This is an optimization exercise on Yosys and OpenROAD, whose aim is small area, a short achievable clock period and few clock cycles per item, not a production implementation. In this exercise RTL edits were held to simulation tests only and were not proved equivalent to the original.

==> flow/design.v <==
module div_steps #(
  parameter WIDTH  = 32,
  parameter AW     = 32,
  parameter K      = 4,
  parameter RIPPLE = 0
)(
  input  logic [WIDTH-1:0] p_i,
  input  logic [AW-1:0]    a_i,
  input  logic [WIDTH-1:0] d_i,
  input  logic             cin,
  output logic [WIDTH-1:0] p_o,
  output logic [AW-1:0]    a_o
);
  logic [WIDTH-1:0] pp [K+1];
  logic [AW-1:0]    aa [K+1];
  assign pp[0] = p_i;
  assign aa[0] = a_i;
  for (genvar i = 0; i < K; i++) begin : g_step
    logic [WIDTH:0]   t;
    logic [WIDTH+1:0] s;
    assign t = {pp[i], aa[i][AW-1]};
    if (RIPPLE[i]) begin : g_rc
      logic [WIDTH:0] c;
      assign c[0] = cin;
      assign s[0] = 1'b0;
      for (genvar j = 0; j < WIDTH; j++) begin : g_bit
        assign s[j+1] = t[j] ^ d_i[j] ^ c[j];
        assign c[j+1] = (t[j] & d_i[j]) | (t[j] & c[j]) | (d_i[j] & c[j]);
      end
      assign s[WIDTH+1] = !(t[WIDTH] ^ c[WIDTH]);
    end else begin : g_bk
      assign s = {t, 1'b1} + {1'b1, d_i, cin};
    end
    assign aa[i+1] = {aa[i][AW-2:0], !s[WIDTH+1]};
    assign pp[i+1] = s[WIDTH+1] ? t[WIDTH-1:0] : s[WIDTH:1];
  end
  assign p_o = pp[K];
  assign a_o = aa[K];
endmodule
module div
#(
  parameter XLEN = 32,
  localparam integer NUM_ROB_ENTRIES = 32,
  localparam integer ARCH_REG_IDX    = 4,
  localparam integer PHYS_REG_IDX    = 5
)(
  input  logic clk,
  input  logic rst,
  input  logic        req_valid,
  output logic        req_ready,
  input  logic [XLEN-1:0] op_a,
  input  logic [XLEN-1:0] op_b,
  input  logic [ARCH_REG_IDX:0] rd_arch,
  input  logic [PHYS_REG_IDX:0] pd_phys,
  input  logic [$clog2(NUM_ROB_ENTRIES)-1:0] rob_idx,
  input  logic        dest_we,
  input  logic [2:0]    sub_op,
  output logic        resp_valid,
  input  logic        resp_ready,
  output logic [XLEN-1:0] resp_value,
  output logic [ARCH_REG_IDX:0] resp_rd,
  output logic [PHYS_REG_IDX:0] resp_pd,
  output logic [$clog2(NUM_ROB_ENTRIES)-1:0] resp_rob_idx,
  output logic        resp_dest_we
);
  localparam integer K  = 8;                   
  localparam integer NM = (XLEN + K - 1) / K;  
  localparam integer AW = K * NM;              
  localparam integer CW = $clog2(NM);
  localparam integer TW = ARCH_REG_IDX + 1 + PHYS_REG_IDX + 1 + $clog2(NUM_ROB_ENTRIES) + 1;
  logic            busy_q, first_q, one_q, endc_q;
  logic [CW-1:0]   cnt_q;               
  logic            isrem_q, sa_q, sb_q;
  logic [XLEN-1:0] p_q;                 
  logic [AW-1:0]   a_q;                 
  logic [XLEN-1:0] d_q;                 
  logic [TW-1:0]   tag_q;
  logic            ov_q;
  logic [XLEN-1:0] oval_q;
  logic [TW-1:0]   otag_q;
  logic            pv_q;
  logic [TW-1:0]   ptag_q;
  wire last_c   = first_q ? one_q : endc_q;
  wire last     = busy_q && last_c;
  wire finish   = last && !pv_q;
  logic rx_q, ry_q;
  assign req_ready = rx_q || (ry_q && one_q);
  wire take     = req_valid && req_ready;
  wire step     = busy_q && !last_c && !pv_q;
  wire out_free = !ov_q || resp_ready;
  wire to_pend  = finish && !out_free;
  wire load_out = out_free && (finish || pv_q);
  function automatic logic [5:0] clz32(input logic [XLEN-1:0] x);
    logic [15:0] z1; logic [15:0]      c1;
    logic [7:0]  z2; logic [7:0][1:0]  c2;
    logic [3:0]  z3; logic [3:0][2:0]  c3;
    logic [1:0]  z4; logic [1:0][3:0]  c4;
    logic        z5; logic [4:0]       c5;
    for (integer g = 0; g < 16; g++) begin
      z1[g] = !x[2*g+1] && !x[2*g];
      c1[g] = !x[2*g+1];
    end
    for (integer g = 0; g < 8; g++) begin
      z2[g] = z1[2*g+1] && z1[2*g];
      c2[g] = z1[2*g+1] ? {1'b1, c1[2*g]} : {1'b0, c1[2*g+1]};
    end
    for (integer g = 0; g < 4; g++) begin
      z3[g] = z2[2*g+1] && z2[2*g];
      c3[g] = z2[2*g+1] ? {1'b1, c2[2*g]} : {1'b0, c2[2*g+1]};
    end
    for (integer g = 0; g < 2; g++) begin
      z4[g] = z3[2*g+1] && z3[2*g];
      c4[g] = z3[2*g+1] ? {1'b1, c3[2*g]} : {1'b0, c3[2*g+1]};
    end
    z5 = z4[1] && z4[0];
    c5 = z4[1] ? {1'b1, c4[0]} : {1'b0, c4[1]};
    clz32 = z5 ? 6'd32 : {1'b0, c5};
  endfunction
  function automatic logic above(input logic [XLEN-1:0] x, input logic [XLEN-1:0] y, input logic zb);
    logic [XLEN-1:0] f, zx, zy;    
    f  = x & ~y;
    zx = ~x;
    zy = ~y;
    for (integer w = 1; w < XLEN; w = w * 2)
      for (integer g = 0; g < XLEN; g = g + 2 * w) begin
        f[g]  = f[g + w] | (zx[g + w] & zy[g + w] & f[g]);
        zx[g] = zx[g + w] & zx[g];
        zy[g] = zy[g + w] & zy[g];
      end
    above = f[0] | (zx[0] & zb);
  endfunction
  wire sgn   = !sub_op[0];
  wire in_sa = sgn && op_a[XLEN-1];
  wire in_sb = sgn && op_b[XLEN-1];
  wire [XLEN-1:0] in_u = in_sa ? (~op_a >> (K - 1)) : (op_a >> K);
  wire in_one = above(op_b ^ {XLEN{in_sb}}, in_u, !in_sb);
  logic [XLEN-1:0] ma;
  always_comb begin
    logic any_a;
    any_a = 1'b0;
    for (integer i = 0; i < XLEN; i++) begin
      ma[i] = a_q[i] ^ (sa_q && any_a);
      any_a = any_a | a_q[i];
    end
  end
  wire [5:0] cza = clz32(ma);
  wire [5:0] czb = clz32(~d_q);         
  wire [6:0] n_off = {1'b0, czb} + 7'(XLEN + 1) - {1'b0, cza};
  logic [CW-1:0] m1;    
  always_comb begin
    if (one_q)                    m1 = '0;
    else if (czb == 6'd32)        m1 = CW'(NM-1);
    else if (n_off >= 7'(XLEN + K*(NM-1) + 1)) m1 = CW'(NM-1);
    else if (n_off <= 7'(XLEN + 2*K)) m1 = CW'(1);
    else                          m1 = CW'((n_off - 7'(XLEN + 1)) / K);
  end
  logic [XLEN-1:0] p_s;
  logic [AW-1:0]   a_s;
  always_comb begin
    logic [XLEN+AW-1:0] w;
    w = {{AW{1'b0}}, ma} << (AW - K*(m1+1));
    if (first_q) begin
      p_s = w[XLEN+AW-1:AW];
      a_s = w[AW-1:0];
    end else begin
      p_s = p_q;
      a_s = a_q;
    end
  end
  logic [XLEN-1:0] p_n;
  logic [AW-1:0]   a_n;
  div_steps #(.WIDTH(XLEN), .AW(AW), .K(K), .RIPPLE(0)) U_steps (
    .p_i(p_s), .a_i(a_s), .d_i(d_q), .cin(!sb_q), .p_o(p_n), .a_o(a_n)
  );
  wire div0 = !sb_q && (&d_q);
  wire neg  = isrem_q ? sa_q : (sa_q ^ sb_q) && !div0;
  wire [XLEN-1:0] res  = isrem_q ? p_n : (a_n[XLEN-1:0] | {XLEN{div0}});
  wire [XLEN-1:0] fres = neg ? -res : res;
  wire [CW-1:0] cnt_n = first_q ? m1 - 1'b1 : cnt_q - 1'b1;
  always_ff @(posedge clk) begin
    if (rst) begin
      busy_q <= 1'b0;
      ov_q   <= 1'b0;
      pv_q   <= 1'b0;
    end else begin
      if (take)
        busy_q <= 1'b1;
      else if (finish)
        busy_q <= 1'b0;
      if (load_out)
        ov_q <= 1'b1;
      else if (resp_ready)
        ov_q <= 1'b0;
      if (to_pend)
        pv_q <= 1'b1;
      else if (out_free)
        pv_q <= 1'b0;
    end
  end
  wire busy_d  = take || (busy_q && !finish);
  wire first_d = req_ready || (first_q && !step);
  wire endc_d  = step ? (cnt_n == '0) : endc_q;
  wire pv_d    = to_pend || (pv_q && !out_free);
  always_ff @(posedge clk) begin
    if (rst) begin
      rx_q <= 1'b1;
      ry_q <= 1'b0;
    end else begin
      rx_q <= !busy_d || (!first_d && endc_d && !pv_d);
      ry_q <= first_d && !pv_d;
    end
  end
  always_ff @(posedge clk) begin
    if (req_ready) begin
      first_q <= 1'b1;
      one_q   <= in_one;
      isrem_q <= sub_op[1];
      sa_q    <= in_sa;
      sb_q    <= in_sb;
      a_q     <= AW'(op_a);
      d_q     <= op_b ^ {XLEN{!in_sb}};
      tag_q   <= {rd_arch, pd_phys, rob_idx, dest_we};
    end else if (step) begin
      first_q <= 1'b0;
      cnt_q   <= cnt_n;
      endc_q  <= (cnt_n == '0);
      a_q     <= a_n;
    end
    if (finish) begin
      p_q     <= fres;
      ptag_q  <= tag_q;
    end else if (step)
      p_q     <= p_n;
    if (load_out) begin
      oval_q  <= pv_q ? p_q : fres;
      otag_q  <= pv_q ? ptag_q : tag_q;
    end
  end
  assign resp_valid = ov_q;
  assign resp_value = oval_q;
  assign {resp_rd, resp_pd, resp_rob_idx, resp_dest_we} = otag_q;
endmodule
export LEC_CHECK = 0
export ABC_AREA = 1
export CAP_MARGIN = 20
export CORE_MARGIN = 2
export CORE_UTILIZATION = 70
export PLACE_DENSITY = 0.78
export SLEW_MARGIN = 20
create_clock -name core_clock -period 200.0 [get_ports {clk}]
standard.sh (not shown) runs the stock make flow with config.mk's settings and CLKGATE_MAP_FILE= SYNTH_SCRIPT=/design/flow/synth_recipe.tcl, a recipe that flattens the netlist after the stock synthesis.
==> flow/flow/run.sh <==
#!/bin/bash
# The standard layout flow (standard.sh), unchanged except for two
# settings it reads from the environment:
#  - SETUP_SLACK_MARGIN: the resizer's repair_timing keeps this much setup
#    slack. With the design's 200 ns clock the standard flow never works on
#    the input and output paths that set the achieved period.
#  - BUFFER_PORTS_ARGS: every input and output port still gets its buffer,
#    a plain buf_1 (later resized as needed) instead of the larger delay
#    buffer the resizer picks by default.
# The clock period and the timing constraints stay those of the design.
set -o pipefail
export SETUP_SLACK_MARGIN=158.1
export BUFFER_PORTS_ARGS="-buffer_cell sky130_fd_sc_hd__buf_1"
bash standard.sh > standard.log 2>&1
Testbench counts at the start, summed over its fixed seeds: cycles 4,656, ops 3,200.
Next try:
--- a/flow/design.v
+++ b/flow/design.v
@@ -113,30 +113,30 @@
       c4[g] = z3[2*g+1] ? {1'b1, c3[2*g]} : {1'b0, c3[2*g+1]};
     end
     z5 = z4[1] && z4[0];
     c5 = z4[1] ? {1'b1, c4[0]} : {1'b0, c4[1]};
     clz32 = z5 ? 6'd32 : {1'b0, c5};
   endfunction
-  function automatic logic above(input logic [XLEN-1:0] x, input logic [XLEN-1:0] y, input logic zb);
+  function automatic logic above(input logic [XLEN-1:0] x, input logic [XLEN-1:0] y);
     logic [XLEN-1:0] f, zx, zy;    
     f  = x & ~y;
     zx = ~x;
     zy = ~y;
     for (integer w = 1; w < XLEN; w = w * 2)
       for (integer g = 0; g < XLEN; g = g + 2 * w) begin
         f[g]  = f[g + w] | (zx[g + w] & zy[g + w] & f[g]);
         zx[g] = zx[g + w] & zx[g];
         zy[g] = zy[g + w] & zy[g];
       end
-    above = f[0] | (zx[0] & zb);
+    above = f[0];
   endfunction
   wire sgn   = !sub_op[0];
   wire in_sa = sgn && op_a[XLEN-1];
   wire in_sb = sgn && op_b[XLEN-1];
   wire [XLEN-1:0] in_u = in_sa ? (~op_a >> (K - 1)) : (op_a >> K);
-  wire in_one = above(op_b ^ {XLEN{in_sb}}, in_u, !in_sb);
+  wire in_one = above(op_b ^ {XLEN{in_sb}}, in_u);
   logic [XLEN-1:0] ma;
   always_comb begin
     logic any_a;
     any_a = 1'b0;
     for (integer i = 0; i < XLEN; i++) begin
       ma[i] = a_q[i] ^ (sa_q && any_a);
@@ -171,13 +171,13 @@
   logic [AW-1:0]   a_n;
   div_steps #(.WIDTH(XLEN), .AW(AW), .K(K), .RIPPLE(0)) U_steps (
     .p_i(p_s), .a_i(a_s), .d_i(d_q), .cin(!sb_q), .p_o(p_n), .a_o(a_n)
   );
   wire div0 = !sb_q && (&d_q);
   wire neg  = isrem_q ? sa_q : (sa_q ^ sb_q) && !div0;
-  wire [XLEN-1:0] res  = isrem_q ? p_n : (a_n[XLEN-1:0] | {XLEN{div0}});
+  wire [XLEN-1:0] res  = isrem_q ? p_n : a_n[XLEN-1:0];
   wire [XLEN-1:0] fres = neg ? -res : res;
   wire [CW-1:0] cnt_n = first_q ? m1 - 1'b1 : cnt_q - 1'b1;
   always_ff @(posedge clk) begin
     if (rst) begin
       busy_q <= 1'b0;
       ov_q   <= 1'b0;
Outcome: Via count barely changes; area after synthesis grows slightly; die area grows slightly; global-route usage shrinks by 1.9 points; hold slack is about the same; non-clock buffer count shrinks by 2; setup slack loses 0.26 ns; clock-buffer cell count stays the same; final area grows slightly; final cell count grows slightly.
Testbench counts after the change, summed over its fixed seeds: cycles 4,737, ops 3,200.

static timing again, ports no longer ideal:
The flow's constraints put no driver on any port. The routed layouts listed below were extracted and timed again, unchanged, in two steps.
Step 1, drivers: a clkbuf_16 drives clk and a buf_2 each remaining input, both assumed.
Step 2 times the ports against the registers' clock, not the clock port: input delays grow and output delays shrink by t, the midpoint of the rising clock arrivals with the driver on.
Slacks: ideal ports / drivers / drivers and shift; pairs: ideal ports / drivers.
| run | t (ns) | setup slack, ns | pins driven straight from the clock port |
|---|---|---|---|
| the first run | 0.541 | 158.149 / 158.090 / 157.650 | 1 |
| the second run | 0.506 | 157.889 / 157.904 / 157.398 | 1 |
After both steps setup and hold are still met in every run listed. For the first run, which loses most, drivers alone change the setup slack by -0.059 ns; drivers and shift together by -0.499 ns.
